Context: an optimization exercise on an open-source flow, tuned for small area, a short achievable clock period and few clock cycles per item. The choices shown serve that exercise and are no tape-out recipe. In this exercise RTL edits were held to simulation tests only and were not proved equivalent to the original.

==> inputs of run G <==
Design produto_escalar, start of the top module:
module produto_escalar (
    input logic clk,
    input logic rst,
    input logic start,
    input logic signed [31:0] a0, a1, a2, a3, a4, a5, a6, a7,
    input logic signed [31:0] b0, b1, b2, b3, b4, b5, b6, b7,
    output logic done,
    output logic signed [63:0] result
);
==> flow/config.mk <==
export PLATFORM = sky130hd
export DESIGN_NAME = produto_escalar
export DESIGN_NICKNAME = produto_escalar
export VERILOG_FILES = /design/flow/design.v
export SDC_FILE = /design/flow/constraint.sdc
export NUM_CORES = 4
export LEC_CHECK = 0
export ABC_AREA = 1
export CAP_MARGIN = 20
export CELL_PAD_IN_SITES_DETAIL_PLACEMENT = 1
export CELL_PAD_IN_SITES_GLOBAL_PLACEMENT = 1
export CORE_MARGIN = 2
export CORE_UTILIZATION = 38
export SETUP_SLACK_MARGIN = 3.5
export SLEW_MARGIN = 20
export SYNTH_HIERARCHICAL = 1
export SYNTH_MINIMUM_KEEP_SIZE = 0
==> flow/constraint.sdc <==
create_clock -name core_clock -period 11.0 [get_ports {clk}]
set_input_delay 2.2000 -clock core_clock [delete_from_list [all_inputs] [get_ports {clk}]]
set_output_delay 2.2000 -clock core_clock [all_outputs]
set_load 0.01 [all_outputs]
standard.sh (not shown) runs the stock make flow with config.mk's settings and CLKGATE_MAP_FILE= SYNTH_SCRIPT=/design/flow/synth_recipe.tcl, a recipe that flattens the netlist after the stock synthesis.
==> flow/flow/run.sh <==
#!/bin/bash
# The standard layout (standard.sh), with one change: the buffer that
# buffer_ports puts on every input and output port is buf_4 instead of the
# delay buffer (clkdlybuf4s50_1) it picks by default.
set -euo pipefail
export BUFFER_PORTS_ARGS="-buffer_cell sky130_fd_sc_hd__buf_4"
bash standard.sh > standard_flow.log 2>&1
==> inputs of run M, as changes to run G <==
==> flow/run.sh (new file) <==
#!/bin/bash
# synth_recipe.tcl (not shown) runs the flow's synth.tcl, then flattens the netlist and writes it again
# the make line also repeats each setting of config.mk as NAME=value (left out here)
make -C /OpenROAD-flow-scripts/flow DESIGN_CONFIG=/design/flow/config.mk WORK_HOME=/design/flow/orfs CLKGATE_MAP_FILE= SYNTH_SCRIPT=/design/flow/synth_recipe.tcl finish
--- a/flow/config.mk
+++ b/flow/config.mk
@@ -8,9 +8,7 @@
 export ABC_AREA = 1
 export CAP_MARGIN = 20
-export CELL_PAD_IN_SITES_DETAIL_PLACEMENT = 1
-export CELL_PAD_IN_SITES_GLOBAL_PLACEMENT = 1
 export CORE_MARGIN = 2
-export CORE_UTILIZATION = 38
-export SETUP_SLACK_MARGIN = 3.5
+export CORE_UTILIZATION = 45
+export SETUP_SLACK_MARGIN = 4.0
 export SLEW_MARGIN = 20
 export SYNTH_HIERARCHICAL = 1
removed: flow/flow/run.sh
removed: flow/standard.sh
==> qor summary <==
metric                                                        run G                      run M
Initial cell density of the core                             38.11%                     45.24%
Placed cells                                                 23.09k                     22.17k
Buffers added on ports                                          579                        579
Number of flops mapped to enable cells by yosys                   0                          0
Run status                         no timing/DRC/antenna violations  aborted with a tool error
Stage where the flow stopped                                      -   global routing (5_1_grt)
Maximum number of buffers from clock root to sink                 3                          3
Mean cell area of the mapped netlist                      10.05 um2                  10.05 um2
Setup repair bufs after CTS                                     119                        914
Number of top-level pins                                        580                        580
Share of cell area taken by muxes after synthesis                0%                         0%
Library cells used by synthesis                                  35                         35
Placed wire-length estimate                              737,500 um                 668,900 um
Post-cts sizing count                                           685                      3,471
Chip Height                                                690.9 um                   635.2 um
Rows                                                            252                        231
Horizontal die dimension                                   690.9 um                   635.2 um
Simple-gate area share of the yosys netlist                  3.253%                     3.253%
Number of buffers inserted during clock tree synthesis           46                         42
Post-placement setup slack                                 1.824 ns                   2.031 ns
Placer congestion estimate                                    1.066                      1.098
Area of placed instances                                186,500 um2                187,500 um2
Testbench counts of run G, summed over its fixed seeds: cycles 968, items 960.
Testbench counts of run M, summed over its fixed seeds: cycles 968, items 960.

==> run Y <==
produto_escalar again, from the RTL that the note above started with.
clock: 11.0 ns
lec_check: 0
abc_area: 1
cap_margin: 20
cell_pad_in_sites_detail_placement: 1
cell_pad_in_sites_global_placement: 1
core_margin: 2
core_utilization: 38
setup_slack_margin: 2.5
slew_margin: 20
synth_hierarchical: 1
synth_minimum_keep_size: 0
==> flow/flow/run.sh <==
#!/bin/bash
# The standard layout (standard.sh), with one change: the buffer that
# buffer_ports puts on every input and output port is buf_4 instead of the
# delay buffer (clkdlybuf4s50_1) it picks by default.
set -euo pipefail
export BUFFER_PORTS_ARGS="-buffer_cell sky130_fd_sc_hd__buf_4"
bash standard.sh > standard_flow.log 2>&1
==> run K: changes against run Y <==
Settings changed: SETUP_SLACK_MARGIN 2.5 to 3.0.
==> comparison <==
In sequential cell count, run K and run Y do not differ.
In wire length, run K and run Y hardly differ.
In run Y the non-clock buffer count is lower than in run K, by 52.
Between run K and run Y, the lower first-iteration DRC count is in run K (gap 2.7%, measured against run Y).
In die area, run Y and run K do not differ.
In via count, run K and run Y hardly differ.
Count of clock-buffer cells in the layout is the same in run Y and run K.
Of run K and run Y, run K has the higher final area (gap about 0.9%, measured against run Y).
Between run Y and run K, the lower maximum frequency is in run Y (gap 4.3%, measured against run K).
==> figures <==
| quantity | run K | run Y |
|---|---|---|
| Result of the run | complete, no violations | complete, no violations |
| Crit path launch | b1[23] | b3[3] |
| Initial antenna violation count | 53 | 51 |
| Footprint of the multi-input gates | 161000 um2 | 160000 um2 |
| Layout area overhead | 6.12% | 5.18% |
| Number of filler cells placed in the layout | 51.9k | 52.0k |
| Non-clock buffer count in the final layout | 1136 | 1084 |
| Detail-routed via count per cell | 6.63 | 6.65 |
| Met3 capacity usage during global routing | 12.2% | 12.0% |
| Highest attainable clock frequency | 124 MHz | 118 MHz |
| First-pass GRT wire length | 1350000 um | 1350000 um |
| Met2 routing resource usage after global routing | 59.5% | 59.7% |
| Worst-case setup margin in the final layout | 2.93 ns | 2.56 ns |
| Drt first pass iters | 6 | 14 |
| Post-cts gate resize count | 151 | 2 |
| Worst slew margin relative to its limit | 14.8% | 14.5% |
| Total track usage | 40.2% | 40.2% |
| Detailed route wirelength on metal2 | 416000 um | 418000 um |
| Sequential share of cell area | 4.05% | 4.09% |
| Proportion of layout cells with a drive suffix above 1 | 9.46% | 8.92% |
Testbench counts of run Y, summed over its fixed seeds: cycles 968, items 960.
Testbench counts of run K, summed over its fixed seeds: cycles 968, items 960.

[afterwards: timing with drivers on the ports]
The results above use ideal ports. As a check the final layouts listed here were re-extracted and re-timed, cells and wires unchanged. Step 1, drivers: a clkbuf_16 drives clk and a buf_2 each remaining input, both assumed. Step 2 times the ports against the registers' clock, not the clock port: input delays grow and output delays shrink by t, the midpoint of the rising clock arrivals with the driver on. Three values: no drivers, after step 1, after step 2; two values: the first two.
| run | shift t [ns] | slack for setup (ns) | worst hold slack (ns) | worst setup path after step 2 | clock arrival spread, ns |
|---|---|---|---|---|---|
| run G | 0.735 | 3.425 / 3.354 / 2.619 | 1.333 / 1.253 / 1.987 | input to register | 0.112 / 0.113 |
| run Y | 0.735 | 2.561 / 2.475 / 1.740 | 1.333 / 1.252 / 1.987 | input to register | 0.110 / 0.111 |
| run K | 0.733 | 2.927 / 2.930 / 2.197 | 1.336 / 1.256 / 1.989 | input to register | 0.107 / 0.108 |
After both steps setup and hold are still met in every run listed. For run Y, which loses most, drivers alone change the setup slack by -0.086 ns; drivers and shift together by -0.821 ns.
